Context: an optimization exercise on an open-source flow, tuned for small area, a short achievable clock period and few clock cycles per item. The choices shown serve that exercise and are no tape-out recipe.
Only simulation tests tie the RTL to the original design; equivalence was not proved.

==> design.v <==
module mul16x16(input [15:0] a, input [15:0] b, input [0:0] c,
  output [31:0] s0, output [31:0] s1);
  wire w1;
  wire w2;
  wire w3;
  wire w4;
  wire w5;
  wire w6;
  wire w7;
  wire w8;
  wire w9;
  wire w10;
  wire w11;
  wire w12;
  wire w13;
  wire w14;
  wire w15;
  wire w16;
  wire w17;
  wire w18;
  wire w19;
  wire w20;
  wire w21;
  wire w22;
  wire w23;
  wire w24;
  wire w25;
  wire w26;
  wire w27;
  wire w28;
  wire w29;
  wire w30;
  wire w31;
  wire w32;
  wire w33;
  wire w34;
  wire w35;
  wire w36;
  wire w37;
  wire w38;
  wire w39;
  wire w40;
  wire w41;
  wire w42;
  wire w43;
  wire w44;
  wire w45;
  wire w46;
  wire w47;
  wire w48;
  wire w49;
  wire w50;
  wire w51;
  wire w52;
  wire w53;
  wire w54;
  wire w55;
  wire w56;
  wire w57;
  wire w58;
  wire w59;
  wire w60;
  wire w61;
  wire w62;
  wire w63;
  wire w64;
  wire w65;
  wire w66;
  wire w67;
  wire w68;
  wire w69;
  wire w70;
  wire w71;
  wire w72;
  wire w73;
  wire w74;
  wire w75;
  wire w76;
  wire w77;
  wire w78;
  wire w79;
  wire w80;
  wire w81;
  wire w82;
  wire w83;
  wire w84;
  wire w85;
  wire w86;
  wire w87;
  wire w88;
  wire w89;
  wire w90;
  wire w91;
  wire w92;
  wire w93;
  wire w94;
  wire w95;
  wire w96;
  wire w97;
  wire w98;
  wire w99;
  wire w100;
  wire w101;
  wire w102;
  wire w103;
  wire w104;
  wire w105;
  wire w106;
  wire w107;
  wire w108;
  wire w109;
  wire w110;
  wire w111;
  wire w112;
  wire w113;
  wire w114;
  wire w115;
  wire w116;
  wire w117;
  wire w118;
  wire w119;
  wire w120;
  wire w121;
  wire w122;
  wire w123;
  wire w124;
  wire w125;
  wire w126;
  wire w127;
  wire w128;
  wire w129;
  wire w130;
  wire w131;
  wire w132;
  wire w133;
  wire w134;
  wire w135;
  wire w136;
  wire w137;
  wire w138;
  wire w139;
  wire w140;
  wire w141;
  wire w142;
  wire w143;
  wire w144;
  wire w145;
  wire w146;
  wire w147;
  wire w148;
  wire w149;
  wire w150;
  wire w151;
  wire w152;
  wire w153;
  wire w154;
  wire w155;
  wire w156;
  wire w157;
  wire w158;
  wire w159;
  wire w160;
  wire w161;
  wire w162;
  wire w163;
  wire w164;
  wire w165;
  wire w166;
  wire w167;
  wire w168;
  wire w169;
  wire w170;
  wire w171;
  wire w172;
  wire w173;
  wire w174;
  wire w175;
  wire w176;
  wire w177;
  wire w178;
  wire w179;
  wire w180;
  wire w181;
  wire w182;
  wire w183;
  wire w184;
  wire w185;
  wire w186;
  wire w187;
  wire w188;
  wire w189;
  wire w190;
  wire w191;
  wire w192;
  wire w193;
  wire w194;
  wire w195;
  wire w196;
  wire w197;
  wire w198;
  wire w199;
  wire w200;
  wire w201;
  wire w202;
  wire w203;
  wire w204;
  wire w205;
  wire w206;
  wire w207;
  wire w208;
  wire w209;
  wire w210;
  wire w211;
  wire w212;
  wire w213;
  wire w214;
  wire w215;
  wire w216;
  wire w217;
  wire w218;
  wire w219;
  wire w220;
  wire w221;
  wire w222;
  wire w223;
  wire w224;
  wire w225;
  wire w226;
  wire w227;
  wire w228;
  wire w229;
  wire w230;
  wire w231;
  wire w232;
  wire w233;
  wire w234;
  wire w235;
  wire w236;
  wire w237;
  wire w238;
  wire w239;
  wire w240;
  wire w241;
  wire w242;
  wire w243;
  wire w244;
  wire w245;
  wire w246;
  wire w247;
  wire w248;
  wire w249;
  wire w250;
  wire w251;
  wire w252;
  wire w253;
  wire w254;
  wire w255;
  wire w256;
  wire w257;
  wire w258;
  wire w259;
  wire w260;
  wire w261;
  wire w262;
  wire w263;
  wire w264;
  wire w265;
  wire w266;
  wire w267;
  wire w268;
  wire w269;
  wire w270;
  wire w271;
  wire w272;
  wire w273;
  wire w274;
  wire w275;
  wire w276;
  wire w277;
  wire w278;
  wire w279;
  wire w280;
  wire w281;
  wire w282;
  wire w283;
  wire w284;
  wire w285;
  wire w286;
  wire w287;
  wire w288;
  wire w289;
  wire w290;
  wire w291;
  wire w292;
  wire w293;
  wire w294;
  wire w295;
  wire w296;
  wire w297;
  wire w298;
  wire w299;
  wire w300;
  wire w301;
  wire w302;
  wire w303;
  wire w304;
  wire w305;
  wire w306;
  wire w307;
  wire w308;
  wire w309;
  wire w310;
  wire w311;
  wire w312;
  wire w313;
  wire w314;
  wire w315;
  wire w316;
  wire w317;
  wire w318;
  wire w319;
  wire w320;
  wire w321;
  wire w322;
  wire w323;
  wire w324;
  wire w325;
  wire w326;
  wire w327;
  wire w328;
  wire w329;
  wire w330;
  wire w331;
  wire w332;
  wire w333;
  wire w334;
  wire w335;
  wire w336;
  wire w337;
  wire w338;
  wire w339;
  wire w340;
  wire w341;
  wire w342;
  wire w343;
  wire w344;
  wire w345;
  wire w346;
  wire w347;
  wire w348;
  wire w349;
  wire w350;
  wire w351;
  wire w352;
  wire w353;
  wire w354;
  wire w355;
  wire w356;
  wire w357;
  wire w358;
  wire w359;
  wire w360;
  wire w361;
  wire w362;
  wire w363;
  wire w364;
  wire w365;
  wire w366;
  wire w367;
  wire w368;
  wire w369;
  wire w370;
  wire w371;
  wire w372;
  wire w373;
  wire w374;
  wire w375;
  wire w376;
  wire w377;
  wire w378;
  wire w379;
  wire w380;
  wire w381;
  wire w382;
  wire w383;
  wire w384;
  wire w385;
  wire w386;
  wire w387;
  wire w388;
  wire w389;
  wire w390;
  wire w391;
  wire w392;
  wire w393;
  wire w394;
  wire w395;
  wire w396;
  wire w397;
  wire w398;
  wire w399;
  wire w400;
  wire w401;
  wire w402;
  wire w403;
  wire w404;
  wire w405;
  wire w406;
  wire w407;
  wire w408;
  wire w409;
  wire w410;
  wire w411;
  wire w412;
  wire w413;
  wire w414;
  wire w415;
  wire w416;
  wire w417;
  wire w418;
  wire w419;
  wire w420;
  assign w1 = (a[0] & b[13]) ^ (a[1] & b[12]);
  assign w2 = (a[0] & b[13]) & (a[1] & b[12]);
  assign w3 = (a[0] & b[14]) ^ (a[1] & b[13]) ^ (a[2] & b[12]);
  assign w4 = ((a[0] & b[14]) & (a[1] & b[13])) | ((a[0] & b[14]) & (a[2] & b[12])) | ((a[1] & b[13]) & (a[2] & b[12]));
  assign w5 = (a[3] & b[11]) ^ (a[4] & b[10]);
  assign w6 = (a[3] & b[11]) & (a[4] & b[10]);
  assign w7 = (a[0] & b[15]) ^ (a[1] & b[14]) ^ (a[2] & b[13]);
  assign w8 = ((a[0] & b[15]) & (a[1] & b[14])) | ((a[0] & b[15]) & (a[2] & b[13])) | ((a[1] & b[14]) & (a[2] & b[13]));
  assign w9 = (a[3] & b[12]) ^ (a[4] & b[11]) ^ (a[5] & b[10]);
  assign w10 = ((a[3] & b[12]) & (a[4] & b[11])) | ((a[3] & b[12]) & (a[5] & b[10])) | ((a[4] & b[11]) & (a[5] & b[10]));
  assign w11 = (a[6] & b[9]) ^ (a[7] & b[8]);
  assign w12 = (a[6] & b[9]) & (a[7] & b[8]);
  assign w13 = (a[1] & b[15]) ^ (a[2] & b[14]) ^ (a[3] & b[13]);
  assign w14 = ((a[1] & b[15]) & (a[2] & b[14])) | ((a[1] & b[15]) & (a[3] & b[13])) | ((a[2] & b[14]) & (a[3] & b[13]));
  assign w15 = (a[4] & b[12]) ^ (a[5] & b[11]) ^ (a[6] & b[10]);
  assign w16 = ((a[4] & b[12]) & (a[5] & b[11])) | ((a[4] & b[12]) & (a[6] & b[10])) | ((a[5] & b[11]) & (a[6] & b[10]));
  assign w17 = (a[7] & b[9]) ^ (a[8] & b[8]);
  assign w18 = (a[7] & b[9]) & (a[8] & b[8]);
  assign w19 = (a[2] & b[15]) ^ (a[3] & b[14]) ^ (a[4] & b[13]);
  assign w20 = ((a[2] & b[15]) & (a[3] & b[14])) | ((a[2] & b[15]) & (a[4] & b[13])) | ((a[3] & b[14]) & (a[4] & b[13]));
  assign w21 = (a[5] & b[12]) ^ (a[6] & b[11]) ^ (a[7] & b[10]);
  assign w22 = ((a[5] & b[12]) & (a[6] & b[11])) | ((a[5] & b[12]) & (a[7] & b[10])) | ((a[6] & b[11]) & (a[7] & b[10]));
  assign w23 = (a[3] & b[15]) ^ (a[4] & b[14]) ^ (a[5] & b[13]);
  assign w24 = ((a[3] & b[15]) & (a[4] & b[14])) | ((a[3] & b[15]) & (a[5] & b[13])) | ((a[4] & b[14]) & (a[5] & b[13]));
  assign w25 = (a[0] & b[9]) ^ (a[1] & b[8]);
  assign w26 = (a[0] & b[9]) & (a[1] & b[8]);
  assign w27 = (a[0] & b[10]) ^ (a[1] & b[9]) ^ (a[2] & b[8]);
  assign w28 = ((a[0] & b[10]) & (a[1] & b[9])) | ((a[0] & b[10]) & (a[2] & b[8])) | ((a[1] & b[9]) & (a[2] & b[8]));
  assign w29 = (a[3] & b[7]) ^ (a[4] & b[6]);
  assign w30 = (a[3] & b[7]) & (a[4] & b[6]);
  assign w31 = (a[0] & b[11]) ^ (a[1] & b[10]) ^ (a[2] & b[9]);
  assign w32 = ((a[0] & b[11]) & (a[1] & b[10])) | ((a[0] & b[11]) & (a[2] & b[9])) | ((a[1] & b[10]) & (a[2] & b[9]));
  assign w33 = (a[3] & b[8]) ^ (a[4] & b[7]) ^ (a[5] & b[6]);
  assign w34 = ((a[3] & b[8]) & (a[4] & b[7])) | ((a[3] & b[8]) & (a[5] & b[6])) | ((a[4] & b[7]) & (a[5] & b[6]));
  assign w35 = (a[6] & b[5]) ^ (a[7] & b[4]);
  assign w36 = (a[6] & b[5]) & (a[7] & b[4]);
  assign w37 = (a[0] & b[12]) ^ (a[1] & b[11]) ^ (a[2] & b[10]);
  assign w38 = ((a[0] & b[12]) & (a[1] & b[11])) | ((a[0] & b[12]) & (a[2] & b[10])) | ((a[1] & b[11]) & (a[2] & b[10]));
  assign w39 = (a[3] & b[9]) ^ (a[4] & b[8]) ^ (a[5] & b[7]);
  assign w40 = ((a[3] & b[9]) & (a[4] & b[8])) | ((a[3] & b[9]) & (a[5] & b[7])) | ((a[4] & b[8]) & (a[5] & b[7]));
  assign w41 = (a[6] & b[6]) ^ (a[7] & b[5]) ^ (a[8] & b[4]);
  assign w42 = ((a[6] & b[6]) & (a[7] & b[5])) | ((a[6] & b[6]) & (a[8] & b[4])) | ((a[7] & b[5]) & (a[8] & b[4]));
  assign w43 = (a[9] & b[3]) ^ (a[10] & b[2]);
  assign w44 = (a[9] & b[3]) & (a[10] & b[2]);
  assign w45 = w1 ^ (a[2] & b[11]) ^ (a[3] & b[10]);
  assign w46 = (w1 & (a[2] & b[11])) | (w1 & (a[3] & b[10])) | ((a[2] & b[11]) & (a[3] & b[10]));
  assign w47 = (a[4] & b[9]) ^ (a[5] & b[8]) ^ (a[6] & b[7]);
  assign w48 = ((a[4] & b[9]) & (a[5] & b[8])) | ((a[4] & b[9]) & (a[6] & b[7])) | ((a[5] & b[8]) & (a[6] & b[7]));
  assign w49 = (a[7] & b[6]) ^ (a[8] & b[5]) ^ (a[9] & b[4]);
  assign w50 = ((a[7] & b[6]) & (a[8] & b[5])) | ((a[7] & b[6]) & (a[9] & b[4])) | ((a[8] & b[5]) & (a[9] & b[4]));
  assign w51 = (a[10] & b[3]) ^ (a[11] & b[2]) ^ (a[12] & b[1]);
  assign w52 = ((a[10] & b[3]) & (a[11] & b[2])) | ((a[10] & b[3]) & (a[12] & b[1])) | ((a[11] & b[2]) & (a[12] & b[1]));
  assign w53 = w2 ^ w3 ^ w5;
  assign w54 = (w2 & w3) | (w2 & w5) | (w3 & w5);
  assign w55 = (a[5] & b[9]) ^ (a[6] & b[8]) ^ (a[7] & b[7]);
  assign w56 = ((a[5] & b[9]) & (a[6] & b[8])) | ((a[5] & b[9]) & (a[7] & b[7])) | ((a[6] & b[8]) & (a[7] & b[7]));
  assign w57 = (a[8] & b[6]) ^ (a[9] & b[5]) ^ (a[10] & b[4]);
  assign w58 = ((a[8] & b[6]) & (a[9] & b[5])) | ((a[8] & b[6]) & (a[10] & b[4])) | ((a[9] & b[5]) & (a[10] & b[4]));
  assign w59 = (a[11] & b[3]) ^ (a[12] & b[2]) ^ (a[13] & b[1]);
  assign w60 = ((a[11] & b[3]) & (a[12] & b[2])) | ((a[11] & b[3]) & (a[13] & b[1])) | ((a[12] & b[2]) & (a[13] & b[1]));
  assign w61 = w4 ^ w6 ^ w7;
  assign w62 = (w4 & w6) | (w4 & w7) | (w6 & w7);
  assign w63 = w9 ^ w11 ^ (a[8] & b[7]);
  assign w64 = (w9 & w11) | (w9 & (a[8] & b[7])) | (w11 & (a[8] & b[7]));
  assign w65 = (a[9] & b[6]) ^ (a[10] & b[5]) ^ (a[11] & b[4]);
  assign w66 = ((a[9] & b[6]) & (a[10] & b[5])) | ((a[9] & b[6]) & (a[11] & b[4])) | ((a[10] & b[5]) & (a[11] & b[4]));
  assign w67 = (a[12] & b[3]) ^ (a[13] & b[2]) ^ (a[14] & b[1]);
  assign w68 = ((a[12] & b[3]) & (a[13] & b[2])) | ((a[12] & b[3]) & (a[14] & b[1])) | ((a[13] & b[2]) & (a[14] & b[1]));
  assign w69 = w8 ^ w10 ^ w12;
  assign w70 = (w8 & w10) | (w8 & w12) | (w10 & w12);
  assign w71 = w13 ^ w15 ^ w17;
  assign w72 = (w13 & w15) | (w13 & w17) | (w15 & w17);
  assign w73 = (a[9] & b[7]) ^ (a[10] & b[6]) ^ (a[11] & b[5]);
  assign w74 = ((a[9] & b[7]) & (a[10] & b[6])) | ((a[9] & b[7]) & (a[11] & b[5])) | ((a[10] & b[6]) & (a[11] & b[5]));
  assign w75 = (a[12] & b[4]) ^ (a[13] & b[3]) ^ (a[14] & b[2]);
  assign w76 = ((a[12] & b[4]) & (a[13] & b[3])) | ((a[12] & b[4]) & (a[14] & b[2])) | ((a[13] & b[3]) & (a[14] & b[2]));
  assign w77 = w14 ^ w16 ^ w18;
  assign w78 = (w14 & w16) | (w14 & w18) | (w16 & w18);
  assign w79 = w19 ^ w21 ^ (a[8] & b[9]);
  assign w80 = (w19 & w21) | (w19 & (a[8] & b[9])) | (w21 & (a[8] & b[9]));
  assign w81 = (a[9] & b[8]) ^ (a[10] & b[7]) ^ (a[11] & b[6]);
  assign w82 = ((a[9] & b[8]) & (a[10] & b[7])) | ((a[9] & b[8]) & (a[11] & b[6])) | ((a[10] & b[7]) & (a[11] & b[6]));
  assign w83 = (a[12] & b[5]) ^ (a[13] & b[4]) ^ (a[14] & b[3]);
  assign w84 = ((a[12] & b[5]) & (a[13] & b[4])) | ((a[12] & b[5]) & (a[14] & b[3])) | ((a[13] & b[4]) & (a[14] & b[3]));
  assign w85 = w20 ^ w22 ^ w23;
  assign w86 = (w20 & w22) | (w20 & w23) | (w22 & w23);
  assign w87 = (a[6] & b[12]) ^ (a[7] & b[11]) ^ (a[8] & b[10]);
  assign w88 = ((a[6] & b[12]) & (a[7] & b[11])) | ((a[6] & b[12]) & (a[8] & b[10])) | ((a[7] & b[11]) & (a[8] & b[10]));
  assign w89 = (a[9] & b[9]) ^ (a[10] & b[8]) ^ (a[11] & b[7]);
  assign w90 = ((a[9] & b[9]) & (a[10] & b[8])) | ((a[9] & b[9]) & (a[11] & b[7])) | ((a[10] & b[8]) & (a[11] & b[7]));
  assign w91 = (a[12] & b[6]) ^ (a[13] & b[5]) ^ (a[14] & b[4]);
  assign w92 = ((a[12] & b[6]) & (a[13] & b[5])) | ((a[12] & b[6]) & (a[14] & b[4])) | ((a[13] & b[5]) & (a[14] & b[4]));
  assign w93 = w24 ^ (a[4] & b[15]) ^ (a[5] & b[14]);
  assign w94 = (w24 & (a[4] & b[15])) | (w24 & (a[5] & b[14])) | ((a[4] & b[15]) & (a[5] & b[14]));
  assign w95 = (a[6] & b[13]) ^ (a[7] & b[12]) ^ (a[8] & b[11]);
  assign w96 = ((a[6] & b[13]) & (a[7] & b[12])) | ((a[6] & b[13]) & (a[8] & b[11])) | ((a[7] & b[12]) & (a[8] & b[11]));
  assign w97 = (a[9] & b[10]) ^ (a[10] & b[9]) ^ (a[11] & b[8]);
  assign w98 = ((a[9] & b[10]) & (a[10] & b[9])) | ((a[9] & b[10]) & (a[11] & b[8])) | ((a[10] & b[9]) & (a[11] & b[8]));
  assign w99 = (a[12] & b[7]) ^ (a[13] & b[6]) ^ (a[14] & b[5]);
  assign w100 = ((a[12] & b[7]) & (a[13] & b[6])) | ((a[12] & b[7]) & (a[14] & b[5])) | ((a[13] & b[6]) & (a[14] & b[5]));
  assign w101 = (a[5] & b[15]) ^ (a[6] & b[14]) ^ (a[7] & b[13]);
  assign w102 = ((a[5] & b[15]) & (a[6] & b[14])) | ((a[5] & b[15]) & (a[7] & b[13])) | ((a[6] & b[14]) & (a[7] & b[13]));
  assign w103 = (a[8] & b[12]) ^ (a[9] & b[11]) ^ (a[10] & b[10]);
  assign w104 = ((a[8] & b[12]) & (a[9] & b[11])) | ((a[8] & b[12]) & (a[10] & b[10])) | ((a[9] & b[11]) & (a[10] & b[10]));
  assign w105 = (a[11] & b[9]) ^ (a[12] & b[8]) ^ (a[13] & b[7]);
  assign w106 = ((a[11] & b[9]) & (a[12] & b[8])) | ((a[11] & b[9]) & (a[13] & b[7])) | ((a[12] & b[8]) & (a[13] & b[7]));
  assign w107 = (a[6] & b[15]) ^ (a[7] & b[14]) ^ (a[8] & b[13]);
  assign w108 = ((a[6] & b[15]) & (a[7] & b[14])) | ((a[6] & b[15]) & (a[8] & b[13])) | ((a[7] & b[14]) & (a[8] & b[13]));
  assign w109 = (a[9] & b[12]) ^ (a[10] & b[11]) ^ (a[11] & b[10]);
  assign w110 = ((a[9] & b[12]) & (a[10] & b[11])) | ((a[9] & b[12]) & (a[11] & b[10])) | ((a[10] & b[11]) & (a[11] & b[10]));
  assign w111 = (a[7] & b[15]) ^ (a[8] & b[14]) ^ (a[9] & b[13]);
  assign w112 = ((a[7] & b[15]) & (a[8] & b[14])) | ((a[7] & b[15]) & (a[9] & b[13])) | ((a[8] & b[14]) & (a[9] & b[13]));
  assign w113 = (a[0] & b[6]) ^ (a[1] & b[5]);
  assign w114 = (a[0] & b[6]) & (a[1] & b[5]);
  assign w115 = (a[0] & b[7]) ^ (a[1] & b[6]) ^ (a[2] & b[5]);
  assign w116 = ((a[0] & b[7]) & (a[1] & b[6])) | ((a[0] & b[7]) & (a[2] & b[5])) | ((a[1] & b[6]) & (a[2] & b[5]));
  assign w117 = (a[3] & b[4]) ^ (a[4] & b[3]);
  assign w118 = (a[3] & b[4]) & (a[4] & b[3]);
  assign w119 = (a[0] & b[8]) ^ (a[1] & b[7]) ^ (a[2] & b[6]);
  assign w120 = ((a[0] & b[8]) & (a[1] & b[7])) | ((a[0] & b[8]) & (a[2] & b[6])) | ((a[1] & b[7]) & (a[2] & b[6]));
  assign w121 = (a[3] & b[5]) ^ (a[4] & b[4]) ^ (a[5] & b[3]);
  assign w122 = ((a[3] & b[5]) & (a[4] & b[4])) | ((a[3] & b[5]) & (a[5] & b[3])) | ((a[4] & b[4]) & (a[5] & b[3]));
  assign w123 = (a[6] & b[2]) ^ (a[7] & b[1]);
  assign w124 = (a[6] & b[2]) & (a[7] & b[1]);
  assign w125 = w25 ^ (a[2] & b[7]) ^ (a[3] & b[6]);
  assign w126 = (w25 & (a[2] & b[7])) | (w25 & (a[3] & b[6])) | ((a[2] & b[7]) & (a[3] & b[6]));
  assign w127 = (a[4] & b[5]) ^ (a[5] & b[4]) ^ (a[6] & b[3]);
  assign w128 = ((a[4] & b[5]) & (a[5] & b[4])) | ((a[4] & b[5]) & (a[6] & b[3])) | ((a[5] & b[4]) & (a[6] & b[3]));
  assign w129 = (a[7] & b[2]) ^ (a[8] & b[1]) ^ (a[9] & b[0]);
  assign w130 = ((a[7] & b[2]) & (a[8] & b[1])) | ((a[7] & b[2]) & (a[9] & b[0])) | ((a[8] & b[1]) & (a[9] & b[0]));
  assign w131 = w26 ^ w27 ^ w29;
  assign w132 = (w26 & w27) | (w26 & w29) | (w27 & w29);
  assign w133 = (a[5] & b[5]) ^ (a[6] & b[4]) ^ (a[7] & b[3]);
  assign w134 = ((a[5] & b[5]) & (a[6] & b[4])) | ((a[5] & b[5]) & (a[7] & b[3])) | ((a[6] & b[4]) & (a[7] & b[3]));
  assign w135 = (a[8] & b[2]) ^ (a[9] & b[1]) ^ (a[10] & b[0]);
  assign w136 = ((a[8] & b[2]) & (a[9] & b[1])) | ((a[8] & b[2]) & (a[10] & b[0])) | ((a[9] & b[1]) & (a[10] & b[0]));
  assign w137 = w28 ^ w30 ^ w31;
  assign w138 = (w28 & w30) | (w28 & w31) | (w30 & w31);
  assign w139 = w33 ^ w35 ^ (a[8] & b[3]);
  assign w140 = (w33 & w35) | (w33 & (a[8] & b[3])) | (w35 & (a[8] & b[3]));
  assign w141 = (a[9] & b[2]) ^ (a[10] & b[1]) ^ (a[11] & b[0]);
  assign w142 = ((a[9] & b[2]) & (a[10] & b[1])) | ((a[9] & b[2]) & (a[11] & b[0])) | ((a[10] & b[1]) & (a[11] & b[0]));
  assign w143 = w32 ^ w34 ^ w36;
  assign w144 = (w32 & w34) | (w32 & w36) | (w34 & w36);
  assign w145 = w37 ^ w39 ^ w41;
  assign w146 = (w37 & w39) | (w37 & w41) | (w39 & w41);
  assign w147 = w43 ^ (a[11] & b[1]) ^ (a[12] & b[0]);
  assign w148 = (w43 & (a[11] & b[1])) | (w43 & (a[12] & b[0])) | ((a[11] & b[1]) & (a[12] & b[0]));
  assign w149 = w38 ^ w40 ^ w42;
  assign w150 = (w38 & w40) | (w38 & w42) | (w40 & w42);
  assign w151 = w44 ^ w45 ^ w47;
  assign w152 = (w44 & w45) | (w44 & w47) | (w45 & w47);
  assign w153 = w49 ^ w51 ^ (a[13] & b[0]);
  assign w154 = (w49 & w51) | (w49 & (a[13] & b[0])) | (w51 & (a[13] & b[0]));
  assign w155 = w46 ^ w48 ^ w50;
  assign w156 = (w46 & w48) | (w46 & w50) | (w48 & w50);
  assign w157 = w52 ^ w53 ^ w55;
  assign w158 = (w52 & w53) | (w52 & w55) | (w53 & w55);
  assign w159 = w57 ^ w59 ^ (a[14] & b[0]);
  assign w160 = (w57 & w59) | (w57 & (a[14] & b[0])) | (w59 & (a[14] & b[0]));
  assign w161 = w54 ^ w56 ^ w58;
  assign w162 = (w54 & w56) | (w54 & w58) | (w56 & w58);
  assign w163 = w60 ^ w61 ^ w63;
  assign w164 = (w60 & w61) | (w60 & w63) | (w61 & w63);
  assign w165 = w65 ^ w67 ^ (a[15] & b[0]);
  assign w166 = (w65 & w67) | (w65 & (a[15] & b[0])) | (w67 & (a[15] & b[0]));
  assign w167 = w62 ^ w64 ^ w66;
  assign w168 = (w62 & w64) | (w62 & w66) | (w64 & w66);
  assign w169 = w68 ^ w69 ^ w71;
  assign w170 = (w68 & w69) | (w68 & w71) | (w69 & w71);
  assign w171 = w73 ^ w75 ^ (a[15] & b[1]);
  assign w172 = (w73 & w75) | (w73 & (a[15] & b[1])) | (w75 & (a[15] & b[1]));
  assign w173 = w70 ^ w72 ^ w74;
  assign w174 = (w70 & w72) | (w70 & w74) | (w72 & w74);
  assign w175 = w76 ^ w77 ^ w79;
  assign w176 = (w76 & w77) | (w76 & w79) | (w77 & w79);
  assign w177 = w81 ^ w83 ^ (a[15] & b[2]);
  assign w178 = (w81 & w83) | (w81 & (a[15] & b[2])) | (w83 & (a[15] & b[2]));
  assign w179 = w78 ^ w80 ^ w82;
  assign w180 = (w78 & w80) | (w78 & w82) | (w80 & w82);
  assign w181 = w84 ^ w85 ^ w87;
  assign w182 = (w84 & w85) | (w84 & w87) | (w85 & w87);
  assign w183 = w89 ^ w91 ^ (a[15] & b[3]);
  assign w184 = (w89 & w91) | (w89 & (a[15] & b[3])) | (w91 & (a[15] & b[3]));
  assign w185 = w86 ^ w88 ^ w90;
  assign w186 = (w86 & w88) | (w86 & w90) | (w88 & w90);
  assign w187 = w92 ^ w93 ^ w95;
  assign w188 = (w92 & w93) | (w92 & w95) | (w93 & w95);
  assign w189 = w97 ^ w99 ^ (a[15] & b[4]);
  assign w190 = (w97 & w99) | (w97 & (a[15] & b[4])) | (w99 & (a[15] & b[4]));
  assign w191 = w94 ^ w96 ^ w98;
  assign w192 = (w94 & w96) | (w94 & w98) | (w96 & w98);
  assign w193 = w100 ^ w101 ^ w103;
  assign w194 = (w100 & w101) | (w100 & w103) | (w101 & w103);
  assign w195 = w105 ^ (a[14] & b[6]) ^ (a[15] & b[5]);
  assign w196 = (w105 & (a[14] & b[6])) | (w105 & (a[15] & b[5])) | ((a[14] & b[6]) & (a[15] & b[5]));
  assign w197 = w102 ^ w104 ^ w106;
  assign w198 = (w102 & w104) | (w102 & w106) | (w104 & w106);
  assign w199 = w107 ^ w109 ^ (a[12] & b[9]);
  assign w200 = (w107 & w109) | (w107 & (a[12] & b[9])) | (w109 & (a[12] & b[9]));
  assign w201 = (a[13] & b[8]) ^ (a[14] & b[7]) ^ (a[15] & b[6]);
  assign w202 = ((a[13] & b[8]) & (a[14] & b[7])) | ((a[13] & b[8]) & (a[15] & b[6])) | ((a[14] & b[7]) & (a[15] & b[6]));
  assign w203 = w108 ^ w110 ^ w111;
  assign w204 = (w108 & w110) | (w108 & w111) | (w110 & w111);
  assign w205 = (a[10] & b[12]) ^ (a[11] & b[11]) ^ (a[12] & b[10]);
  assign w206 = ((a[10] & b[12]) & (a[11] & b[11])) | ((a[10] & b[12]) & (a[12] & b[10])) | ((a[11] & b[11]) & (a[12] & b[10]));
  assign w207 = (a[13] & b[9]) ^ (a[14] & b[8]) ^ (a[15] & b[7]);
  assign w208 = ((a[13] & b[9]) & (a[14] & b[8])) | ((a[13] & b[9]) & (a[15] & b[7])) | ((a[14] & b[8]) & (a[15] & b[7]));
  assign w209 = w112 ^ (a[8] & b[15]) ^ (a[9] & b[14]);
  assign w210 = (w112 & (a[8] & b[15])) | (w112 & (a[9] & b[14])) | ((a[8] & b[15]) & (a[9] & b[14]));
  assign w211 = (a[10] & b[13]) ^ (a[11] & b[12]) ^ (a[12] & b[11]);
  assign w212 = ((a[10] & b[13]) & (a[11] & b[12])) | ((a[10] & b[13]) & (a[12] & b[11])) | ((a[11] & b[12]) & (a[12] & b[11]));
  assign w213 = (a[13] & b[10]) ^ (a[14] & b[9]) ^ (a[15] & b[8]);
  assign w214 = ((a[13] & b[10]) & (a[14] & b[9])) | ((a[13] & b[10]) & (a[15] & b[8])) | ((a[14] & b[9]) & (a[15] & b[8]));
  assign w215 = (a[9] & b[15]) ^ (a[10] & b[14]) ^ (a[11] & b[13]);
  assign w216 = ((a[9] & b[15]) & (a[10] & b[14])) | ((a[9] & b[15]) & (a[11] & b[13])) | ((a[10] & b[14]) & (a[11] & b[13]));
  assign w217 = (a[12] & b[12]) ^ (a[13] & b[11]) ^ (a[14] & b[10]);
  assign w218 = ((a[12] & b[12]) & (a[13] & b[11])) | ((a[12] & b[12]) & (a[14] & b[10])) | ((a[13] & b[11]) & (a[14] & b[10]));
  assign w219 = (a[10] & b[15]) ^ (a[11] & b[14]) ^ (a[12] & b[13]);
  assign w220 = ((a[10] & b[15]) & (a[11] & b[14])) | ((a[10] & b[15]) & (a[12] & b[13])) | ((a[11] & b[14]) & (a[12] & b[13]));
  assign w221 = (a[0] & b[4]) ^ (a[1] & b[3]);
  assign w222 = (a[0] & b[4]) & (a[1] & b[3]);
  assign w223 = (a[0] & b[5]) ^ (a[1] & b[4]) ^ (a[2] & b[3]);
  assign w224 = ((a[0] & b[5]) & (a[1] & b[4])) | ((a[0] & b[5]) & (a[2] & b[3])) | ((a[1] & b[4]) & (a[2] & b[3]));
  assign w225 = (a[3] & b[2]) ^ (a[4] & b[1]);
  assign w226 = (a[3] & b[2]) & (a[4] & b[1]);
  assign w227 = w113 ^ (a[2] & b[4]) ^ (a[3] & b[3]);
  assign w228 = (w113 & (a[2] & b[4])) | (w113 & (a[3] & b[3])) | ((a[2] & b[4]) & (a[3] & b[3]));
  assign w229 = (a[4] & b[2]) ^ (a[5] & b[1]) ^ (a[6] & b[0]);
  assign w230 = ((a[4] & b[2]) & (a[5] & b[1])) | ((a[4] & b[2]) & (a[6] & b[0])) | ((a[5] & b[1]) & (a[6] & b[0]));
  assign w231 = w114 ^ w115 ^ w117;
  assign w232 = (w114 & w115) | (w114 & w117) | (w115 & w117);
  assign w233 = (a[5] & b[2]) ^ (a[6] & b[1]) ^ (a[7] & b[0]);
  assign w234 = ((a[5] & b[2]) & (a[6] & b[1])) | ((a[5] & b[2]) & (a[7] & b[0])) | ((a[6] & b[1]) & (a[7] & b[0]));
  assign w235 = w116 ^ w118 ^ w119;
  assign w236 = (w116 & w118) | (w116 & w119) | (w118 & w119);
  assign w237 = w121 ^ w123 ^ (a[8] & b[0]);
  assign w238 = (w121 & w123) | (w121 & (a[8] & b[0])) | (w123 & (a[8] & b[0]));
  assign w239 = w120 ^ w122 ^ w124;
  assign w240 = (w120 & w122) | (w120 & w124) | (w122 & w124);
  assign w241 = w125 ^ w127 ^ w129;
  assign w242 = (w125 & w127) | (w125 & w129) | (w127 & w129);
  assign w243 = w126 ^ w128 ^ w130;
  assign w244 = (w126 & w128) | (w126 & w130) | (w128 & w130);
  assign w245 = w131 ^ w133 ^ w135;
  assign w246 = (w131 & w133) | (w131 & w135) | (w133 & w135);
  assign w247 = w132 ^ w134 ^ w136;
  assign w248 = (w132 & w134) | (w132 & w136) | (w134 & w136);
  assign w249 = w137 ^ w139 ^ w141;
  assign w250 = (w137 & w139) | (w137 & w141) | (w139 & w141);
  assign w251 = w138 ^ w140 ^ w142;
  assign w252 = (w138 & w140) | (w138 & w142) | (w140 & w142);
  assign w253 = w143 ^ w145 ^ w147;
  assign w254 = (w143 & w145) | (w143 & w147) | (w145 & w147);
  assign w255 = w144 ^ w146 ^ w148;
  assign w256 = (w144 & w146) | (w144 & w148) | (w146 & w148);
  assign w257 = w149 ^ w151 ^ w153;
  assign w258 = (w149 & w151) | (w149 & w153) | (w151 & w153);
  assign w259 = w150 ^ w152 ^ w154;
  assign w260 = (w150 & w152) | (w150 & w154) | (w152 & w154);
  assign w261 = w155 ^ w157 ^ w159;
  assign w262 = (w155 & w157) | (w155 & w159) | (w157 & w159);
  assign w263 = w156 ^ w158 ^ w160;
  assign w264 = (w156 & w158) | (w156 & w160) | (w158 & w160);
  assign w265 = w161 ^ w163 ^ w165;
  assign w266 = (w161 & w163) | (w161 & w165) | (w163 & w165);
  assign w267 = w162 ^ w164 ^ w166;
  assign w268 = (w162 & w164) | (w162 & w166) | (w164 & w166);
  assign w269 = w167 ^ w169 ^ w171;
  assign w270 = (w167 & w169) | (w167 & w171) | (w169 & w171);
  assign w271 = w168 ^ w170 ^ w172;
  assign w272 = (w168 & w170) | (w168 & w172) | (w170 & w172);
  assign w273 = w173 ^ w175 ^ w177;
  assign w274 = (w173 & w175) | (w173 & w177) | (w175 & w177);
  assign w275 = w174 ^ w176 ^ w178;
  assign w276 = (w174 & w176) | (w174 & w178) | (w176 & w178);
  assign w277 = w179 ^ w181 ^ w183;
  assign w278 = (w179 & w181) | (w179 & w183) | (w181 & w183);
  assign w279 = w180 ^ w182 ^ w184;
  assign w280 = (w180 & w182) | (w180 & w184) | (w182 & w184);
  assign w281 = w185 ^ w187 ^ w189;
  assign w282 = (w185 & w187) | (w185 & w189) | (w187 & w189);
  assign w283 = w186 ^ w188 ^ w190;
  assign w284 = (w186 & w188) | (w186 & w190) | (w188 & w190);
  assign w285 = w191 ^ w193 ^ w195;
  assign w286 = (w191 & w193) | (w191 & w195) | (w193 & w195);
  assign w287 = w192 ^ w194 ^ w196;
  assign w288 = (w192 & w194) | (w192 & w196) | (w194 & w196);
  assign w289 = w197 ^ w199 ^ w201;
  assign w290 = (w197 & w199) | (w197 & w201) | (w199 & w201);
  assign w291 = w198 ^ w200 ^ w202;
  assign w292 = (w198 & w200) | (w198 & w202) | (w200 & w202);
  assign w293 = w203 ^ w205 ^ w207;
  assign w294 = (w203 & w205) | (w203 & w207) | (w205 & w207);
  assign w295 = w204 ^ w206 ^ w208;
  assign w296 = (w204 & w206) | (w204 & w208) | (w206 & w208);
  assign w297 = w209 ^ w211 ^ w213;
  assign w298 = (w209 & w211) | (w209 & w213) | (w211 & w213);
  assign w299 = w210 ^ w212 ^ w214;
  assign w300 = (w210 & w212) | (w210 & w214) | (w212 & w214);
  assign w301 = w215 ^ w217 ^ (a[15] & b[9]);
  assign w302 = (w215 & w217) | (w215 & (a[15] & b[9])) | (w217 & (a[15] & b[9]));
  assign w303 = w216 ^ w218 ^ w219;
  assign w304 = (w216 & w218) | (w216 & w219) | (w218 & w219);
  assign w305 = (a[13] & b[12]) ^ (a[14] & b[11]) ^ (a[15] & b[10]);
  assign w306 = ((a[13] & b[12]) & (a[14] & b[11])) | ((a[13] & b[12]) & (a[15] & b[10])) | ((a[14] & b[11]) & (a[15] & b[10]));
  assign w307 = w220 ^ (a[11] & b[15]) ^ (a[12] & b[14]);
  assign w308 = (w220 & (a[11] & b[15])) | (w220 & (a[12] & b[14])) | ((a[11] & b[15]) & (a[12] & b[14]));
  assign w309 = (a[13] & b[13]) ^ (a[14] & b[12]) ^ (a[15] & b[11]);
  assign w310 = ((a[13] & b[13]) & (a[14] & b[12])) | ((a[13] & b[13]) & (a[15] & b[11])) | ((a[14] & b[12]) & (a[15] & b[11]));
  assign w311 = (a[12] & b[15]) ^ (a[13] & b[14]) ^ (a[14] & b[13]);
  assign w312 = ((a[12] & b[15]) & (a[13] & b[14])) | ((a[12] & b[15]) & (a[14] & b[13])) | ((a[13] & b[14]) & (a[14] & b[13]));
  assign w313 = (a[0] & b[3]) ^ (a[1] & b[2]);
  assign w314 = (a[0] & b[3]) & (a[1] & b[2]);
  assign w315 = w221 ^ (a[2] & b[2]) ^ (a[3] & b[1]);
  assign w316 = (w221 & (a[2] & b[2])) | (w221 & (a[3] & b[1])) | ((a[2] & b[2]) & (a[3] & b[1]));
  assign w317 = w222 ^ w223 ^ w225;
  assign w318 = (w222 & w223) | (w222 & w225) | (w223 & w225);
  assign w319 = w224 ^ w226 ^ w227;
  assign w320 = (w224 & w226) | (w224 & w227) | (w226 & w227);
  assign w321 = w228 ^ w230 ^ w231;
  assign w322 = (w228 & w230) | (w228 & w231) | (w230 & w231);
  assign w323 = w232 ^ w234 ^ w235;
  assign w324 = (w232 & w234) | (w232 & w235) | (w234 & w235);
  assign w325 = w236 ^ w238 ^ w239;
  assign w326 = (w236 & w238) | (w236 & w239) | (w238 & w239);
  assign w327 = w240 ^ w242 ^ w243;
  assign w328 = (w240 & w242) | (w240 & w243) | (w242 & w243);
  assign w329 = w244 ^ w246 ^ w247;
  assign w330 = (w244 & w246) | (w244 & w247) | (w246 & w247);
  assign w331 = w248 ^ w250 ^ w251;
  assign w332 = (w248 & w250) | (w248 & w251) | (w250 & w251);
  assign w333 = w252 ^ w254 ^ w255;
  assign w334 = (w252 & w254) | (w252 & w255) | (w254 & w255);
  assign w335 = w256 ^ w258 ^ w259;
  assign w336 = (w256 & w258) | (w256 & w259) | (w258 & w259);
  assign w337 = w260 ^ w262 ^ w263;
  assign w338 = (w260 & w262) | (w260 & w263) | (w262 & w263);
  assign w339 = w264 ^ w266 ^ w267;
  assign w340 = (w264 & w266) | (w264 & w267) | (w266 & w267);
  assign w341 = w268 ^ w270 ^ w271;
  assign w342 = (w268 & w270) | (w268 & w271) | (w270 & w271);
  assign w343 = w272 ^ w274 ^ w275;
  assign w344 = (w272 & w274) | (w272 & w275) | (w274 & w275);
  assign w345 = w276 ^ w278 ^ w279;
  assign w346 = (w276 & w278) | (w276 & w279) | (w278 & w279);
  assign w347 = w280 ^ w282 ^ w283;
  assign w348 = (w280 & w282) | (w280 & w283) | (w282 & w283);
  assign w349 = w284 ^ w286 ^ w287;
  assign w350 = (w284 & w286) | (w284 & w287) | (w286 & w287);
  assign w351 = w288 ^ w290 ^ w291;
  assign w352 = (w288 & w290) | (w288 & w291) | (w290 & w291);
  assign w353 = w292 ^ w294 ^ w295;
  assign w354 = (w292 & w294) | (w292 & w295) | (w294 & w295);
  assign w355 = w296 ^ w298 ^ w299;
  assign w356 = (w296 & w298) | (w296 & w299) | (w298 & w299);
  assign w357 = w300 ^ w302 ^ w303;
  assign w358 = (w300 & w302) | (w300 & w303) | (w302 & w303);
  assign w359 = w304 ^ w306 ^ w307;
  assign w360 = (w304 & w306) | (w304 & w307) | (w306 & w307);
  assign w361 = w308 ^ w310 ^ w311;
  assign w362 = (w308 & w310) | (w308 & w311) | (w310 & w311);
  assign w363 = w312 ^ (a[13] & b[15]) ^ (a[14] & b[14]);
  assign w364 = (w312 & (a[13] & b[15])) | (w312 & (a[14] & b[14])) | ((a[13] & b[15]) & (a[14] & b[14]));
  assign w365 = (a[0] & b[2]) ^ (a[1] & b[1]);
  assign w366 = (a[0] & b[2]) & (a[1] & b[1]);
  assign w367 = w313 ^ (a[2] & b[1]) ^ (a[3] & b[0]);
  assign w368 = (w313 & (a[2] & b[1])) | (w313 & (a[3] & b[0])) | ((a[2] & b[1]) & (a[3] & b[0]));
  assign w369 = w314 ^ w315 ^ (a[4] & b[0]);
  assign w370 = (w314 & w315) | (w314 & (a[4] & b[0])) | (w315 & (a[4] & b[0]));
  assign w371 = w316 ^ w317 ^ (a[5] & b[0]);
  assign w372 = (w316 & w317) | (w316 & (a[5] & b[0])) | (w317 & (a[5] & b[0]));
  assign w373 = w318 ^ w319 ^ w229;
  assign w374 = (w318 & w319) | (w318 & w229) | (w319 & w229);
  assign w375 = w320 ^ w321 ^ w233;
  assign w376 = (w320 & w321) | (w320 & w233) | (w321 & w233);
  assign w377 = w322 ^ w323 ^ w237;
  assign w378 = (w322 & w323) | (w322 & w237) | (w323 & w237);
  assign w379 = w324 ^ w325 ^ w241;
  assign w380 = (w324 & w325) | (w324 & w241) | (w325 & w241);
  assign w381 = w326 ^ w327 ^ w245;
  assign w382 = (w326 & w327) | (w326 & w245) | (w327 & w245);
  assign w383 = w328 ^ w329 ^ w249;
  assign w384 = (w328 & w329) | (w328 & w249) | (w329 & w249);
  assign w385 = w330 ^ w331 ^ w253;
  assign w386 = (w330 & w331) | (w330 & w253) | (w331 & w253);
  assign w387 = w332 ^ w333 ^ w257;
  assign w388 = (w332 & w333) | (w332 & w257) | (w333 & w257);
  assign w389 = w334 ^ w335 ^ w261;
  assign w390 = (w334 & w335) | (w334 & w261) | (w335 & w261);
  assign w391 = w336 ^ w337 ^ w265;
  assign w392 = (w336 & w337) | (w336 & w265) | (w337 & w265);
  assign w393 = w338 ^ w339 ^ w269;
  assign w394 = (w338 & w339) | (w338 & w269) | (w339 & w269);
  assign w395 = w340 ^ w341 ^ w273;
  assign w396 = (w340 & w341) | (w340 & w273) | (w341 & w273);
  assign w397 = w342 ^ w343 ^ w277;
  assign w398 = (w342 & w343) | (w342 & w277) | (w343 & w277);
  assign w399 = w344 ^ w345 ^ w281;
  assign w400 = (w344 & w345) | (w344 & w281) | (w345 & w281);
  assign w401 = w346 ^ w347 ^ w285;
  assign w402 = (w346 & w347) | (w346 & w285) | (w347 & w285);
  assign w403 = w348 ^ w349 ^ w289;
  assign w404 = (w348 & w349) | (w348 & w289) | (w349 & w289);
  assign w405 = w350 ^ w351 ^ w293;
  assign w406 = (w350 & w351) | (w350 & w293) | (w351 & w293);
  assign w407 = w352 ^ w353 ^ w297;
  assign w408 = (w352 & w353) | (w352 & w297) | (w353 & w297);
  assign w409 = w354 ^ w355 ^ w301;
  assign w410 = (w354 & w355) | (w354 & w301) | (w355 & w301);
  assign w411 = w356 ^ w357 ^ w305;
  assign w412 = (w356 & w357) | (w356 & w305) | (w357 & w305);
  assign w413 = w358 ^ w359 ^ w309;
  assign w414 = (w358 & w359) | (w358 & w309) | (w359 & w309);
  assign w415 = w360 ^ w361 ^ (a[15] & b[12]);
  assign w416 = (w360 & w361) | (w360 & (a[15] & b[12])) | (w361 & (a[15] & b[12]));
  assign w417 = w362 ^ w363 ^ (a[15] & b[13]);
  assign w418 = (w362 & w363) | (w362 & (a[15] & b[13])) | (w363 & (a[15] & b[13]));
  assign w419 = w364 ^ (a[14] & b[15]) ^ (a[15] & b[14]);
  assign w420 = (w364 & (a[14] & b[15])) | (w364 & (a[15] & b[14])) | ((a[14] & b[15]) & (a[15] & b[14]));
  assign s0[0] = (a[0] & b[0]);
  assign s1[0] = c[0];
  assign s0[1] = (a[0] & b[1]);
  assign s1[1] = (a[1] & b[0]);
  assign s0[2] = w365;
  assign s1[2] = (a[2] & b[0]);
  assign s0[3] = w366;
  assign s1[3] = w367;
  assign s0[4] = w368;
  assign s1[4] = w369;
  assign s0[5] = w370;
  assign s1[5] = w371;
  assign s0[6] = w372;
  assign s1[6] = w373;
  assign s0[7] = w374;
  assign s1[7] = w375;
  assign s0[8] = w376;
  assign s1[8] = w377;
  assign s0[9] = w378;
  assign s1[9] = w379;
  assign s0[10] = w380;
  assign s1[10] = w381;
  assign s0[11] = w382;
  assign s1[11] = w383;
  assign s0[12] = w384;
  assign s1[12] = w385;
  assign s0[13] = w386;
  assign s1[13] = w387;
  assign s0[14] = w388;
  assign s1[14] = w389;
  assign s0[15] = w390;
  assign s1[15] = w391;
  assign s0[16] = w392;
  assign s1[16] = w393;
  assign s0[17] = w394;
  assign s1[17] = w395;
  assign s0[18] = w396;
  assign s1[18] = w397;
  assign s0[19] = w398;
  assign s1[19] = w399;
  assign s0[20] = w400;
  assign s1[20] = w401;
  assign s0[21] = w402;
  assign s1[21] = w403;
  assign s0[22] = w404;
  assign s1[22] = w405;
  assign s0[23] = w406;
  assign s1[23] = w407;
  assign s0[24] = w408;
  assign s1[24] = w409;
  assign s0[25] = w410;
  assign s1[25] = w411;
  assign s0[26] = w412;
  assign s1[26] = w413;
  assign s0[27] = w414;
  assign s1[27] = w415;
  assign s0[28] = w416;
  assign s1[28] = w417;
  assign s0[29] = w418;
  assign s1[29] = w419;
  assign s0[30] = w420;
  assign s1[30] = (a[15] & b[15]);
  assign s0[31] = 1'b0;
  assign s1[31] = 1'b0;
endmodule
module Exponential(input clk, rst, start, input [15:0] x,
                   output done, output [1:0] intpart, output [15:0] fracpart);
  reg        busy;
  reg [3:0]  step;
  reg [15:0] a;       
  reg [15:0] t;       
  reg [17:0] r;       
  reg        acc;     
  wire [31:0] p0, p1;
  mul16x16 mul(.a(a), .b(t), .c(1'b0), .s0(p0), .s1(p1));
  wire [31:0] p = p0 + p1;
  wire [16:0] c16 = {1'b0, p0[15:0]} + {1'b0, p1[15:0]};
  wire [17:0] c17 = {1'b0, p0[16:0]} + {1'b0, p1[16:0]};
  wire [18:0] c18 = {1'b0, p0[17:0]} + {1'b0, p1[17:0]};
  wire [19:0] c19 = {1'b0, p0[18:0]} + {1'b0, p1[18:0]};
  reg zero;
  always @(*) begin
    case (step)
      4'd0:    zero = ~(|p0[31:17]) & ~(|p1[31:17]) & ~c17[17];
      4'd3:    zero = ~(|p0[31:18]) & ~(|p1[31:18]) & ~c18[18];
      4'd10:   zero = ~(|p0[31:19]) & ~(|p1[31:19]) & ~c19[19];
      default: zero = ~(|p0[31:16]) & ~(|p1[31:16]) & ~c16[16];
    endcase
  end
  reg [15:0] q;
  always @(*) begin
    case (step)
      4'd0:    q = p[31:17];
      4'd3:    q = p[31:18];
      4'd10:   q = p[31:19];
      default: q = p[31:16];
    endcase
  end
  wire q_term = (step == 4'd0) | (step == 4'd2) | (step == 4'd3) | (step == 4'd5) |
                (step == 4'd7) | (step == 4'd9) | (step == 4'd10);
  wire last   = (step == 4'd11) | zero;
  reg [15:0] a_next;
  always @(*) begin
    case (step)
      4'd1:    a_next = 16'h5555;
      4'd4:    a_next = 16'h3333;
      4'd6:    a_next = 16'h2AAA;
      4'd8:    a_next = 16'h2492;
      default: a_next = x;
    endcase
  end
  assign {intpart, fracpart} = r;
  assign done = ~busy;
  wire        go = start & ~busy;
  wire [15:0] t0 = (x > 16'd2) ? x - 16'd2 : 16'd0;
  always @(posedge clk or posedge rst) begin
    if (rst)
      busy <= 1'b0;
    else if (go)
      busy <= 1'b1;
    else if (last)
      busy <= 1'b0;
  end
  always @(posedge clk) begin
    step <= go ? 4'd0 : step + 4'd1;
    a    <= go ? x : a_next;
    t    <= go ? t0 : q;
    acc  <= go | q_term;
    if (go)
      r <= 18'h0FFFF;
    else if (busy)
      r <= r + (acc ? {2'b00, t} : 18'd0);
  end
endmodule
==> run.sh <==
#!/bin/bash
# synth_recipe.tcl (not shown) runs the flow's synth.tcl, then flattens the netlist and writes it again
# the make line also repeats each setting of config.mk as NAME=value (left out here)
make -C /OpenROAD-flow-scripts/flow DESIGN_CONFIG=/design/flow/config.mk WORK_HOME=/design/flow/orfs CLKGATE_MAP_FILE= SYNTH_SCRIPT=/design/flow/synth_recipe.tcl finish
==> config.mk <==
export PLATFORM = sky130hd
export DESIGN_NAME = Exponential
export DESIGN_NICKNAME = Exponential
export VERILOG_FILES = /design/flow/design.v
export SDC_FILE = /design/flow/constraint.sdc
export NUM_CORES = 4
export LEC_CHECK = 0
export CAP_MARGIN = 20
export CORE_MARGIN = 2
export CORE_UTILIZATION = 70
export SETUP_SLACK_MARGIN = 3
export SLEW_MARGIN = 20
==> constraint.sdc <==
create_clock -name core_clock -period 9.0 [get_ports {clk}]
set_input_delay 1.8000 -clock core_clock [delete_from_list [all_inputs] [get_ports {clk}]]
set_output_delay 1.8000 -clock core_clock [all_outputs]
set_load 0.01 [all_outputs]
==> impl_metrics.json, run 1 <==
{
  "placementRows": 45,
  "die_w_um": 129,
  "ys_dominant_reg_cell": "dfxtp_1",
  "finClkSkew_ns": 0.0103,
  "synth_adder_area_share": 0.435,
  "layout_worst_path_cycle_share": 0.674,
  "synth_area_per_inst_um2": 8.50,
  "worstSetupStartpointType": "register",
  "max_root_sink_buffers": 2,
  "cp_data_arrival_time_ns": 6.22,
  "finalWorstSetupSlack_ns": 2.94,
  "route.detailed.drc": 0,
  "relSlewSlack": 0.431,
  "synth.yosys.warnings": 1,
  "cts_hold_buffers": 0,
  "crit_path_max_incr_delay_ns": 0.53,
  "routed_wirelength_um": 29700,
  "ys_seq_elements": 56,
  "cts_made_buffers": 5,
  "post_synthesis_simple_gate_area_fraction": 0.223,
  "grt_pass1_vias": 9465,
  "cts.sink_count": 56,
  "portBuffers": 37,
  "synthDistinctLibCells": 64,
  "post_synth_main_area_contributors": "fa_1 36%, dfxtp_1 10%, and2_1 9.8%",
  "fmaxAchievable_mhz": 165,
  "synth_top_cell_area_share": 0.359,
  "post_route_cells_drive_above_1_share": 0.0976,
  "dr.pass1.iters": 6,
  "synth.area.mux_share": 0.00552,
  "setup_total_negative_slack_ns": 0,
  "drtAntennaViolNets": 0,
  "synthXorXnorAreaFrac": 0.0322,
  "timing.final.hold_violations": 0,
  "number_of_antenna_violations_at_the_first_check_in_global_routing": 1,
  "die_area_um2": 16500,
  "critical_path.endpoint_type": "register",
  "post_drt_via_cell_ratio": 6.15,
  "ys_async_sr_fraction": 0.0179,
  "critical-path-slowest-cell": "fa_1",
  "worst_ep_required_time_ns": 9.15,
  "cts_tree": "yes",
  "ios": 38,
  "grt.overflow.total": 0,
  "tightestPinTransition_ns": 0.852,
  "critPathMostFrequentCell": "inv_1",
  "clockRootBuffer": "clkbuf_16",
  "layout_common_cells": "203 x inv_1, 186 x fa_1, 169 x and2_1",
  "syn_nets": 1560,
  "synth_top_cell_by_area": "fa_1",
  "postSynthCellCount": 1280,
  "worstPathCellList": "buf_4, and2_1, ha_4, fa_1, inv_1, fa_2, inv_1, fa_2, fa_1, inv_1, fa_1, inv_1, ha_4, a21o_1, o21bai_4, a221oi_4, o22ai_4, o21a_1, or3_4, xor2_2, a222oi_1, o221ai_1",
  "timing.critical_path.from": "t[13]",
  "floorplan.initialDensity": 0.715,
  "timing.hold.worst.class": "reg2reg",
  "placed_area_um2": 11300,
  "worst_skew_pair.late_latency_ns": 0.30,
  "layout.cell_area.non_filler_um2": 12100,
  "r2r_start": "t[13]",
  "dpl.hpwl_um": 21800,
  "die_y_um": 129,
  "report.final.setup_viol": 0,
  "finalCriticalPeriod_ns": 6.06,
  "setup_repair_after_global_routing_missed_its_margin": "yes",
  "number_of_enable_type_register_cells_in_the_synthesized_netlist": 0,
  "ctsHtreeMaxLevel": 2,
  "routed-via-count": 9224,
  "post_synth_instance_area_um2": 10900,
  "gr_usage_total": 0.367,
  "status": "finished clean",
  "path_max_fanout": 6,
  "synth_sequential_area_ratio": 0.104,
  "core_region_area_um2": 15200,
  "flow.area_growth_from_synthesis_pct": 10.9,
  "synth_top_family_by_area": "adder cells",
  "nets": 1591,
  "dp_worst_setup_slack_ns": 2.41,
  "gp_congestion": 0.945,
  "clk_transition_reported_paths_ns": 0.08,
  "synth_compound_area_frac": 0.109,
  "grt_first_pass_wirelength_um": 47200,
  "holdCritStartpoint": "r[17]",
  "holdWs_ns": 0.477,
  "final_common_cell": "inv_1",
  "path_class": "reg2reg",
  "pin_count_of_the_biggest_net_entering_global_routing": 36,
  "drv_slew": 0,
  "avgRoutedWirePerCell_um": 19.8,
  "max_cap_violations": 0,
  "dr.first_iter.drc_count": 842
}
[final timing paths]
path,slack (ns),cells after the start,endpoint
max,2.94,22,t[13]
min,0.48,1,r[17]
max reg2reg,2.94,22,t[13]
min reg2reg,0.48,1,r[17]
max in group asynchronous,7.25,2,busy
min in group asynchronous,1.65,2,busy
[critical path: cells and delay by family, from the launching register on]
kind,cells,cell delay (ns)
AOI/OAI and AO/OA,7,1.58
xor gates and xnor gates,1,0.16
adders and majority gates,7,2.89
buffers and inverters,5,0.37
DFF,1,0.38
and+or+nand+nor,2,0.50
[state kept, by name, indices dropped and copies added (netlist names)]
| signal | count |
|---|---|
| t | 16 |
| r | 18 |
| acc | 1 |
| a | 16 |
| busy | 1 |
| step | 4 |
[logic make-up after synthesis]
kind of cell             after synthesis
AND/OR/NAND/NOR                      478
buffers and inverters                264
adder cells (fa/ha/maj)              261
AO/OA/AOI/OAI                        175
flip-flops                            56
XOR/XNOR                              40
multiplexers                           6
[per-stage QoR]
stage	cells	util
after floorplan	1280	-
after global placement	1461	0.746
after detailed placement	1461	0.746
after CTS	1493	0.778
after global routing	1500	0.793
final	1501	0.794
[final cells by class]
| class | instances | area (µm²) |
|---|---|---|
| antenna | 1 | 2.50 |
| clock buffer | 5 | 125 |
| fill | 1098 | 3140 |
| sequential | 56 | 1190 |
| clock inverter | 3 | 26.3 |
| timing repair buffer | 76 | 663 |
| tap | 188 | 235 |
| multi-input combinational | 960 | 9030 |
| inverter | 212 | 796 |
[Yosys cell counts, types with 4 or more instances]
| cell type | instances |
|---|---|
| inv_1 | 210 |
| fa_1 | 195 |
| and2_1 | 171 |
| nand2_1 | 159 |
| ha_1 | 66 |
| dfxtp_1 | 55 |
| nor2_1 | 50 |
| a21oi_1 | 47 |
| clkbuf_1 | 46 |
| o21ai_0 | 40 |
| nor3_1 | 27 |
| xnor2_1 | 24 |
| nand3_1 | 18 |
| xor2_1 | 16 |
| a21o_1 | 15 |
| a221oi_1 | 9 |
| nor2b_1 | 9 |
| o211ai_1 | 9 |
| or3_1 | 9 |
| nand4_1 | 8 |
| a31oi_1 | 7 |
| nand2b_1 | 7 |
| o221ai_1 | 7 |
| mux2i_1 | 6 |
| o22ai_1 | 6 |
| buf_2 | 4 |
| nor4_1 | 4 |
[routing by layer]
layer,global-route usage,share of wire
met1,0.477,0.39
met2,0.615,0.48
met3,0.0686,0.079
met4,0.143,0.047
met5,0,0.00037
[timing repair]
item	CTS	global route
pin swaps	11	37
endpoints found under the setup margin	17	15
hold endpoints to repair	0	0
buffers inserted	24	7
resized for setup	49	40
Testbench counts, summed over its fixed seeds: cycles 3,484, items 384.
==> inputs of run 2 (changes only) <==
--- a/config.mk
+++ b/config.mk
@@ -7,6 +7,6 @@
 export LEC_CHECK = 0
 export CAP_MARGIN = 20
 export CORE_MARGIN = 2
-export CORE_UTILIZATION = 70
+export CORE_UTILIZATION = 40
 export SETUP_SLACK_MARGIN = 3
 export SLEW_MARGIN = 20
==> impl_metrics.json, run 2 <==
{
  "gp_congestion": 0.873,
  "syn_nets": 1560,
  "timing.final.hold_violations": 0,
  "path_class": "reg2reg",
  "gr_usage_total": 0.223,
  "post_route_cells_drive_above_1_share": 0.0978,
  "top_register": "r",
  "postLayoutCoreUtil": 0.458,
  "drv_slew": 0,
  "met3_usage": 0.0154,
  "relSlewSlack": 0.373,
  "setup_repair_after_global_routing_missed_its_margin": "yes",
  "synth_top_cell_by_area": "fa_1",
  "routed_wirelength_um": 30600,
  "route.detailed.drc": 0,
  "layout_common_cells": "202 x inv_1, 187 x fa_1, 167 x and2_1",
  "post_synth_instance_area_um2": 10900,
  "layout.cell_area.non_filler_um2": 12300,
  "worst_skew_pair.late_latency_ns": 0.30,
  "cts_tree": "yes",
  "ctsHtreeMaxLevel": 2,
  "flow.area_growth_from_synthesis_pct": 12.8,
  "grt_pass1_vias": 9055,
  "worstPathCellList": "and2_1, fa_1, inv_1, fa_2, fa_1, fa_2, fa_2, inv_1, fa_1, ha_4, and4_1, nand3_1, o31ai_1, a21oi_1, xor2_1, o221ai_1, a21oi_1, o22ai_1",
  "grt_use_met2": 0.375,
  "routed-via-count": 8783,
  "placed_area_um2": 11600,
  "worst_ep_required_time_ns": 9.15,
  "tightestPinTransition_ns": 0.940,
  "status": "finished clean",
  "floorplan.initialDensity": 0.406,
  "synth_top_cell_area_share": 0.359,
  "pin_count_of_the_biggest_net_entering_global_routing": 37,
  "largest_register_ff_count": 18,
  "placementRows": 60,
  "synth_sequential_area_ratio": 0.104,
  "post-synth-top-count-cell": "inv_1",
  "ios": 38,
  "dr.first_iter.drc_count": 573,
  "finClkSkew_ns": 0.0125,
  "post_drt_via_cell_ratio": 5.29,
  "report.final.setup_viol": 0,
  "drtAntennaViolNets": 0,
  "cp_data_arrival_time_ns": 6.10,
  "die_y_um": 169,
  "dr.pass1.iters": 5,
  "cts.sink_count": 56,
  "synthDistinctLibCells": 64,
  "avgRoutedWirePerCell_um": 18.4,
  "ys_async_sr_fraction": 0.0179,
  "finalCriticalPeriod_ns": 5.94,
  "number_of_antenna_violations_at_the_first_check_in_global_routing": 0,
  "clockRootBuffer": "clkbuf_16",
  "timing.hold.worst.class": "reg2reg",
  "dpl.hpwl_um": 23300,
  "grt_most_used_layer": "met2",
  "core_region_area_um2": 26800,
  "worstSetupStartpointType": "register",
  "clk_transition_reported_paths_ns": 0.08,
  "max_cap_violations": 0,
  "postSynthCellCount": 1280,
  "die_w_um": 169,
  "grt_first_pass_wirelength_um": 49600,
  "synthTopCellsByCount": "210 x inv_1, 195 x fa_1, 171 x and2_1, 159 x nand2_1, 66 x ha_1",
  "ys_seq_elements": 56,
  "number_of_enable_type_register_cells_in_the_synthesized_netlist": 0,
  "fmaxAchievable_mhz": 168,
  "layout_worst_path_cycle_share": 0.660,
  "antenna_cells": 0,
  "portBuffers": 37,
  "critical-path-slowest-cell": "fa_2",
  "final_common_cell": "inv_1",
  "cts_hold_buffers": 0,
  "synth.yosys.warnings": 1,
  "grt.overflow.total": 0,
  "synth_area_per_inst_um2": 8.50,
  "die_area_um2": 28500,
  "max_root_sink_buffers": 2,
  "globalRouteMet1Util": 0.307,
  "setup_total_negative_slack_ns": 0,
  "crit_path_max_incr_delay_ns": 0.58,
  "post_synth_main_area_contributors": "fa_1 36%, dfxtp_1 10%, and2_1 9.8%",
  "nets": 1598,
  "critical_path.endpoint_type": "register",
  "ys_dominant_reg_cell": "dfxtp_1",
  "path_max_fanout": 6,
  "reg.largest.list": "r (18), a (16), t (16)",
  "cts_made_buffers": 5
}
-- run 2: stage by stage --
step | setup slack [ns] | std cells | hold slack (ns)
after floorplan | 3.03 | 1280 | 0.445
after global placement | 2.57 | 1617 | 0.447
after detailed placement | 2.39 | 1617 | 0.468
after CTS | 3.00 | 1644 | 0.479
after global routing | 2.82 | 1660 | 0.516
final | 3.06 | 1660 | 0.467
-- run 2: worst paths after layout --
kind,slack [ns],endpoint,startpoint,cells after the start
max,3.06,t[1],t[14],18
min,0.47,r[17],r[17],1
max reg2reg,3.06,t[1],t[14],18
min reg2reg,0.47,r[17],r[17],1
max in group asynchronous,7.26,busy,rst,2
min in group asynchronous,1.64,busy,rst,2
-- run 2: what timing repair did --
item	in CTS	in global routing
resized for setup	52	36
pin swaps	16	38
setup endpoints to repair	17	17
setup buffers	19	16
-- run 2: critical path, delay by kind of cell (launching register included) --
kind | cells | cell delay [ns]
AOI/OAI and AO/OA | 5 | 1.15
and+or+nand+nor | 3 | 0.50
DFF | 1 | 0.38
xor gates and xnor gates | 1 | 0.36
adders and majority gates | 7 | 3.29
buffers and inverters | 2 | 0.10
-- run 2: kinds of logic after synthesis --
family / count (synthesis) / synth area share
DFF: 56 / 0.104
adders and majority gates: 261 / 0.435
buffers and inverters: 264 / 0.0916
AOI/OAI and AO/OA: 175 / 0.109
muxes: 6 / 0.00552
xor gates and xnor gates: 40 / 0.0322
and+or+nand+nor: 478 / 0.223
-- run 2: metal layers --
metal  share of wire  up-vias
li1                -     4115
met1            0.45     4395
met2            0.48      224
met3           0.038       49
met4           0.032        0
met5               0        -
-- run 2: cell type report --
cell class                      count  area, µm²
Timing Repair Buffer               83        727
Fill cell                        2610      14500
Clock buffer                        6        129
Sequential cell                    56       1200
Multi-Input combinational cell    960       8970
Inverter                          212        796
Tap cell                          341        427
Clock inverter                      2       16.3

port drivers added, routing unchanged:
In the flow no input, the clock included, has a driving cell. The finished layouts below were timed again as built, in two steps. Step 1 sets driving cells, clkbuf_16 on the clock port and buf_2 on the other inputs (assumed; they add their load-dependent delay and slew). Step 2 also shifts input and output timing later by t, the mid clock arrival at the registers, as if the neighbouring blocks saw the same clock. a / b / c = ideal ports / drivers / drivers and shift; a / b = the first two.
run	shift t [ns]	setup slack, ns	worst data-port slew with drivers (ns)	cell pins on the clock port's net
run 1	0.332	2.935 / 2.935 / 2.935	0.03	1
run 2	0.337	3.060 / 3.060 / 3.060	0.05	1
After both steps setup and hold are still met in every run listed.
